Context: an optimization exercise on an open-source flow, tuned for small area, a short achievable clock period and few clock cycles per item. The choices shown serve that exercise and are no tape-out recipe. Only simulation tests tie the RTL to the original design; equivalence was not proved. Power and IR drop assume default switching activity.

Setup of build 68:
==> flow/design.v <==
module cpa66(a, b, ci, s);
input  [65:0] a;
input  [65:0] b;
input         ci;
output [65:0] s;
wire [65:0] p = a ^ b;
wire [65:0] g = a & b;
wire [65:0] G0 = {g[65:1], g[0] | (p[0] & ci)};
wire [65:0] P0 = p;
wire [65:0] G1 = {G0[65:1] | (P0[65:1] & G0[64:0]), G0[0:0]};
wire [65:0] P1 = {P0[65:1] & P0[64:0], P0[0:0]};
wire [65:0] G2 = {G1[65:2] | (P1[65:2] & G1[63:0]), G1[1:0]};
wire [65:0] P2 = {P1[65:2] & P1[63:0], P1[1:0]};
wire [65:0] G3 = {G2[65:4] | (P2[65:4] & G2[61:0]), G2[3:0]};
wire [65:0] P3 = {P2[65:4] & P2[61:0], P2[3:0]};
wire [65:0] G4 = {G3[65:8] | (P3[65:8] & G3[57:0]), G3[7:0]};
wire [65:0] P4 = {P3[65:8] & P3[57:0], P3[7:0]};
wire [65:0] G5 = {G4[65:16] | (P4[65:16] & G4[49:0]), G4[15:0]};
wire [65:0] P5 = {P4[65:16] & P4[49:0], P4[15:0]};
wire [65:0] G6 = {G5[65:32] | (P5[65:32] & G5[33:0]), G5[31:0]};
wire [65:0] P6 = {P5[65:32] & P5[33:0], P5[31:0]};
wire [65:0] G7 = {G6[65:64] | (P6[65:64] & G6[1:0]), G6[63:0]};
wire [65:0] P7 = {P6[65:64] & P6[1:0], P6[63:0]};
assign s = p ^ {G7[64:0], ci};
endmodule
module mont_step(S, C, v, k, a, abn, B, N, So, Co, ko, vo);
input  [65:0] S;
input  [65:0] C;
input  [2:0]  v;
input         k;
input  [2:0]  a;
input  [2:0]  abn;
input  [64:0] B;
input  [63:0] N;
output [65:0] So;
output [65:0] Co;
output        ko;
output [2:0]  vo;
wire [2:0] fs = S[2:0] ^ C[2:0] ^ v;
wire [2:0] fc = (S[2:0] & C[2:0]) | (S[2:0] & v) | (C[2:0] & v);
wire [2:0] u;
assign u[0] = fs[0];
assign u[1] = fs[1] ^ fc[0];
assign u[2] = fs[2] ^ fc[1] ^ (fs[1] & fc[0]);
wire [2:0] mn = {~N[2], ~N[1], 1'b1};	 
wire [2:0] q;
assign q[0] = u[0];
assign q[1] = u[1] ^ (mn[1] & u[0]);
assign q[2] = u[2] ^ (mn[1] & u[1]) ^ (mn[2] & u[0]) ^ (u[1] & mn[1] & u[0]);
wire [68:0] p0 = a[0] ? {4'b0, B} : 69'd0;
wire [68:0] p1 = {(a[1] ? {3'b0, B} : 68'd0), k};
wire [68:0] p2 = {(a[2] ? {2'b0, B} : 67'd0), 2'b0};
wire [68:0] r0 = q[0] ? {5'b0, N} : 69'd0;
wire [68:0] r1 = {(q[1] ? {4'b0, N} : 68'd0), 1'b0};
wire [68:0] r2 = {(q[2] ? {3'b0, N} : 67'd0), 2'b0};
wire [68:0] s0 = {3'b0, S};
wire [68:0] c0 = {3'b0, C};
wire [68:0] s1 = s0 ^ c0 ^ p0;
wire [68:0] c1 = {((s0 & c0) | (s0 & p0) | (c0 & p0)), 1'b0};
wire [68:0] s2 = s1 ^ c1 ^ p1;
wire [68:0] c2 = {((s1 & c1) | (s1 & p1) | (c1 & p1)), 1'b0};
wire [68:0] s3 = s2 ^ c2 ^ p2;
wire [68:0] c3 = {((s2 & c2) | (s2 & p2) | (c2 & p2)), 1'b0};
wire [68:0] s4 = r0 ^ r1 ^ r2;
wire [68:0] c4 = {((r0 & r1) | (r0 & r2) | (r1 & r2)), 1'b0};
wire [68:0] s5 = s3 ^ c3 ^ s4;
wire [68:0] c5 = {((s3 & c3) | (s3 & s4) | (c3 & s4)), 1'b0};
wire [68:0] s6 = s5 ^ c5 ^ c4;
wire [68:0] c6 = {((s5 & c5) | (s5 & c4) | (c5 & c4)), 1'b0};
assign So = s6[68:3];
assign Co = c6[68:3];
assign ko = |{s6[2:0], c6[2:1]};
wire [2:0] abn1 = abn + 3'd1;
assign vo = ko ? abn1 : abn;
endmodule
module RSA_Encryptor(private_key, public_key, message_val, clk, start, rst, cal_done, cal_val);
	input 	[63:0] 	private_key;	 
	input 	[63:0] 	public_key;		 
	input 	[63:0] 	message_val;	 
	input 			clk;
	input 			start;
	input 			rst;
	output	reg		cal_done;
	output	[63:0]	cal_val;
	localparam IDLE  = 3'd0;
	localparam SETUP = 3'd1;	 
	localparam DIV   = 3'd2;	 
	localparam MUL   = 3'd3;	 
	localparam CPA   = 3'd4;	 
	localparam FIX   = 3'd5;	 
	localparam M_SQ  = 2'd0;	 
	localparam M_MX  = 2'd1;	 
	localparam M_FIN = 2'd2;	 
	reg [2:0]  state;
	reg [1:0]  mode;
	reg        first;		 
	reg [7:0]  cnt;
	reg [6:0]  ecnt;		 
	reg [63:0] N;
	reg [63:0] E;
	reg [64:0] X;			 
	reg [64:0] A;			 
	reg [65:0] S;			 
	reg [65:0] C;
	reg        k;			 
	reg [2:0]  v;			 
	assign cal_val = A[63:0];
	reg [2:0]  ad;			 
	reg        idle;
	wire [65:0] cpa;
	cpa66 u_cpa(.a(S), .b(C), .ci(k), .s(cpa));
	wire [65:0] Sn, Cn;
	wire        kn;
	wire [2:0]  vn;
	wire [2:0]  dnext;
	wire [2:0]  abn = dnext * A[2:0];
	mont_step u_step(.S(S), .C(C), .v(v), .k(k), .a(ad), .abn(abn), .B(A), .N(N),
	                 .So(Sn), .Co(Cn), .ko(kn), .vo(vn));
	wire        ok  = ~cpa[65];
	wire [64:0] rem = ok ? cpa[64:0] : S[64:0];
	wire        ez  = ~|E;
	wire        divbit = ez ? (cnt == 8'd63) : (cnt[7:6] == 2'b00 && X[~cnt[5:0]]);
	wire [68:0] dsrc = (mode == M_MX) ? {4'b0, X} : {4'b0, A};
	assign      dnext = (mode == M_FIN) ? 3'd0 : dsrc[3*cnt[4:0]+3 +: 3];
	wire        nmx  = mode == M_SQ && E[63] && !first;
	wire        nfin = !nmx && ecnt <= 7'd1;
	wire [2:0]  d0   = nmx ? X[2:0] : (nfin ? 3'd1 : cpa[2:0]);
	wire [2:0]  ab0  = d0 * cpa[2:0];
	wire eshift = (state == SETUP || state == DIV) && !E[63] && ecnt != 7'd0;
	always @(posedge clk or posedge rst)
	begin
		if (rst)
		begin
			state    <= IDLE;
			idle     <= 1'b1;
			cal_done <= 1'b0;
		end
		else
		begin
			cal_done <= 1'b0;
			idle     <= 1'b0;
			case (state)
			IDLE:  if (start) state <= SETUP;
			       else idle <= 1'b1;
			SETUP: state <= DIV;
			DIV:   if (cnt == 8'd129) state <= CPA;
			MUL:   if (cnt == 8'd21) state <= CPA;
			CPA:   if (mode == M_FIN && !first) state <= FIX;
			       else state <= MUL;
			FIX:   begin
				cal_done <= 1'b1;
				idle     <= 1'b1;
				state    <= IDLE;
			end
			default: state <= IDLE;
			endcase
		end
	end
	always @(posedge clk)
	begin
		case (state)
		MUL:     begin S <= Sn; C <= Cn; k <= kn; end
		DIV:     begin
			S <= {rem, divbit};
			if (cnt == 8'd129) begin C <= 66'd0; k <= 1'b0; end
			else begin C <= {2'b11, ~N}; k <= 1'b1; end
		end
		SETUP:   begin S <= (N[63] && !ez) ? {3'b0, X[63:1]} : 66'd0; C <= {2'b11, ~N}; k <= 1'b1; end
		default: begin S <= 66'd0; C <= 66'd0; k <= 1'b0; end
		endcase
		if (idle)
		begin
			E    <= private_key;
			ecnt <= 7'd64;
		end
		else if (eshift)
		begin
			E    <= {E[62:0], 1'b0};
			ecnt <= ecnt - 7'd1;
		end
		else if (state == CPA && !(mode == M_FIN && !first) && !nmx && !nfin)
		begin
			E    <= {E[62:0], 1'b0};
			ecnt <= ecnt - 7'd1;
		end
		if (idle) N <= public_key;
		if (idle) X <= {1'b0, message_val};
		else if (state == CPA && first) X <= cpa[64:0];
		if (state == CPA) A <= cpa[64:0];
		else if (state == FIX) A <= (A == {1'b0, N}) ? 65'd0 : A;
		case (state)
		SETUP: cnt <= N[63] ? 8'd63 : 8'd0;
		DIV:   cnt <= cnt + 8'd1;
		MUL:   cnt <= cnt + 8'd1;
		default: cnt <= 8'd0;
		endcase
		if (state == DIV) first <= 1'b1;
		else if (state == CPA) first <= 1'b0;
		if (state == MUL)
		begin
			ad  <= dnext;
			v   <= vn;
		end
		else if (state == CPA)
		begin
			ad   <= d0;
			v    <= ab0;
			mode <= nmx ? M_MX : (nfin ? M_FIN : M_SQ);
		end
	end
endmodule
==> flow/config.mk <==
export PLATFORM = sky130hd
export DESIGN_NAME = RSA_Encryptor
export DESIGN_NICKNAME = RSA_Encryptor
export VERILOG_FILES = /design/flow/design.v
export SDC_FILE = /design/flow/constraint.sdc
export NUM_CORES = 4
export LEC_CHECK = 0
export CAP_MARGIN = 20
export CORE_MARGIN = 2
export CORE_UTILIZATION = 70
export SLEW_MARGIN = 20
export TNS_END_PERCENT = 5
==> flow/constraint.sdc <==
create_clock -name core_clock -period 10.0 [get_ports {clk}]
set_input_delay 2.0000 -clock core_clock [delete_from_list [all_inputs] [get_ports {clk}]]
set_output_delay 2.0000 -clock core_clock [all_outputs]
set_load 0.01 [all_outputs]
standard.sh (not shown) runs the stock make flow with config.mk's settings and CLKGATE_MAP_FILE= SYNTH_SCRIPT=/design/flow/synth_recipe.tcl, a recipe that flattens the netlist after the stock synthesis.
==> flow/flow/run.sh <==
#!/bin/bash
# Layout flow: the standard layout (standard.sh, unchanged synthesis),
# with two repair settings changed:
#  - the input and output ports are buffered with buf_2 cells instead of the
#    default pick, a slow delay buffer;
set -euo pipefail
bash standard.sh "BUFFER_PORTS_ARGS=-buffer_cell sky130_fd_sc_hd__buf_2" \
	"SETUP_SLACK_MARGIN=6" \
	finish > standard.log 2>&1
Build 68 finished end to end and its layout was clean on timing, DRC and antenna.
Testbench counts of build 68, summed over its fixed seeds: cycles 71,074, items 32.
[inputs] build 46 vs build 68
Settings: TNS_END_PERCENT changed from 5 to 10; CORE_UTILIZATION changed from 70 to 55.
-- flow/flow/run.sh --
<<< build 68, line 8
	"SETUP_SLACK_MARGIN=6" \
>>> build 46, line 8
	"SETUP_SLACK_MARGIN=6.5" \
### Flow results
- Between build 46 and build 68, the worst-case setup margin in the final layout is lower for build 46.
- According to the power report, total power for build 46 is higher than for build 68.
- Build 46 vs build 68: worst slew slack as a fraction of its limit down
- When build 46 is measured against build 68, its relative contribution of sequential cells to total power turns out 1.3 points lower.
- In the route summary, build 46 ends up with a via count below that of build 68.
- Final cell area: build 46 above build 68
- Looking at area inside the core boundary, build 46 sits above build 68.
- Final cell count on build 46 is up relative to build 68.
- Summary of the comparison: area growth from synthesis to final layout is higher in build 46, relative to build 68.
- Build 68 -> build 46: die area increased by more than a quarter
Changes in build 69 relative to build 46:
Settings: a change of TNS_END_PERCENT from 10 to 5; a change of CORE_UTILIZATION from 55 to 70.
-- flow/flow/run.sh --
<<< build 46, line 8
	"SETUP_SLACK_MARGIN=6.5" \
>>> build 69, line 8
	"SETUP_SLACK_MARGIN=7" \
## What came out
- Looking at critical path capture point, the v[2] result is from build 46; the X[63] one comes from build 69.
- NOTE clock-buffer cell count build 46->build 69 decreased by more than 10%
- Build 69 ended up with fewer standard cells than build 46.
- Taking build 46 as the reference, in build 69 critical path depth lost 8, aggregate negative setup slack was more or less identical, total power after layout decreased by 1.7% relative to the old numbers.
### build 69 -> build 48
-- flow/flow/run.sh --
<<< build 69, line 8
	"SETUP_SLACK_MARGIN=7" \
>>> build 48, line 8
	"SETUP_SLACK_MARGIN=6.5" \
[summary]
Between build 48 and build 69, the wire length is higher for build 69. Taking build 69 as the reference, in build 48 area of all placed cells without fillers shrank by 1.0%; minimum hold slack grew by 0.0083 ns; fraction of area in registers grew by 0.30 points. Re number of ordinary inverters in the final layout: no difference whatsoever between build 69 and build 48. Number of cell rows: build 48 vs build 69 identical. Layout buffering overhead excluding clock cells in build 48 vs build 69: down 0.54 points.
> inputs changed (build 48 -> build 53)
Settings: changing TNS_END_PERCENT from 5 to 2; changing CORE_UTILIZATION from 70 to 78.
==> comparison <==
Overall routed net length delta (build 53 − build 48): unfavourable. From build 48 to build 53 the numbers moved as follows: combinational share of power -1.4 points; number of tap cells inserted decreased about 5%. In the flow results for build 53 and build 48, the final worst clock skew is larger on build 53. When build 53 is set beside build 48, its number of global-route vias before repair turns out to be 1241 larger. Build 48 → build 53: synthesis-to-finish area growth essentially unchanged, overall power increased 0.00021 W, sequential share of cell area essentially unchanged. The flow did not stop early for build 53: all stages ran, and the layout cleared the timing, DRC and antenna checks.

what the ideal ports hide:
No port has a modelled driver above. Below, the same layouts with a new extraction and two added sets of constraints.
Step 1 (the two cells are an assumption about what drives the block):
set clk [get_ports {clk}]
set_driving_cell -lib_cell sky130_fd_sc_hd__clkbuf_16 $clk
set_driving_cell -lib_cell sky130_fd_sc_hd__buf_2 [delete_from_list [all_inputs] $clk]
Step 2 also shifts input and output timing later by t, the mid clock arrival at the registers, as if the neighbouring blocks saw the same clock.
Three values: ideal ports, drivers, drivers and shift; two values: the first two.
run | t (ns) | setup slack, ns | clock arrival spread, ns | cell pins on the clock port's net
build 68 | 0.678 | 5.426 / 5.426 / 5.426 | 0.027 / 0.027 | 1
build 46 | 0.693 | 5.396 / 5.396 / 5.396 | 0.017 / 0.017 | 1
build 69 | 0.673 | 5.420 / 5.420 / 5.420 | 0.021 / 0.022 | 1
build 48 | 0.667 | 5.437 / 5.437 / 5.437 | 0.018 / 0.019 | 1
build 53 | 0.688 | 5.320 / 5.320 / 5.320 | 0.035 / 0.035 | 1
After both steps setup and hold are still met in every run listed.
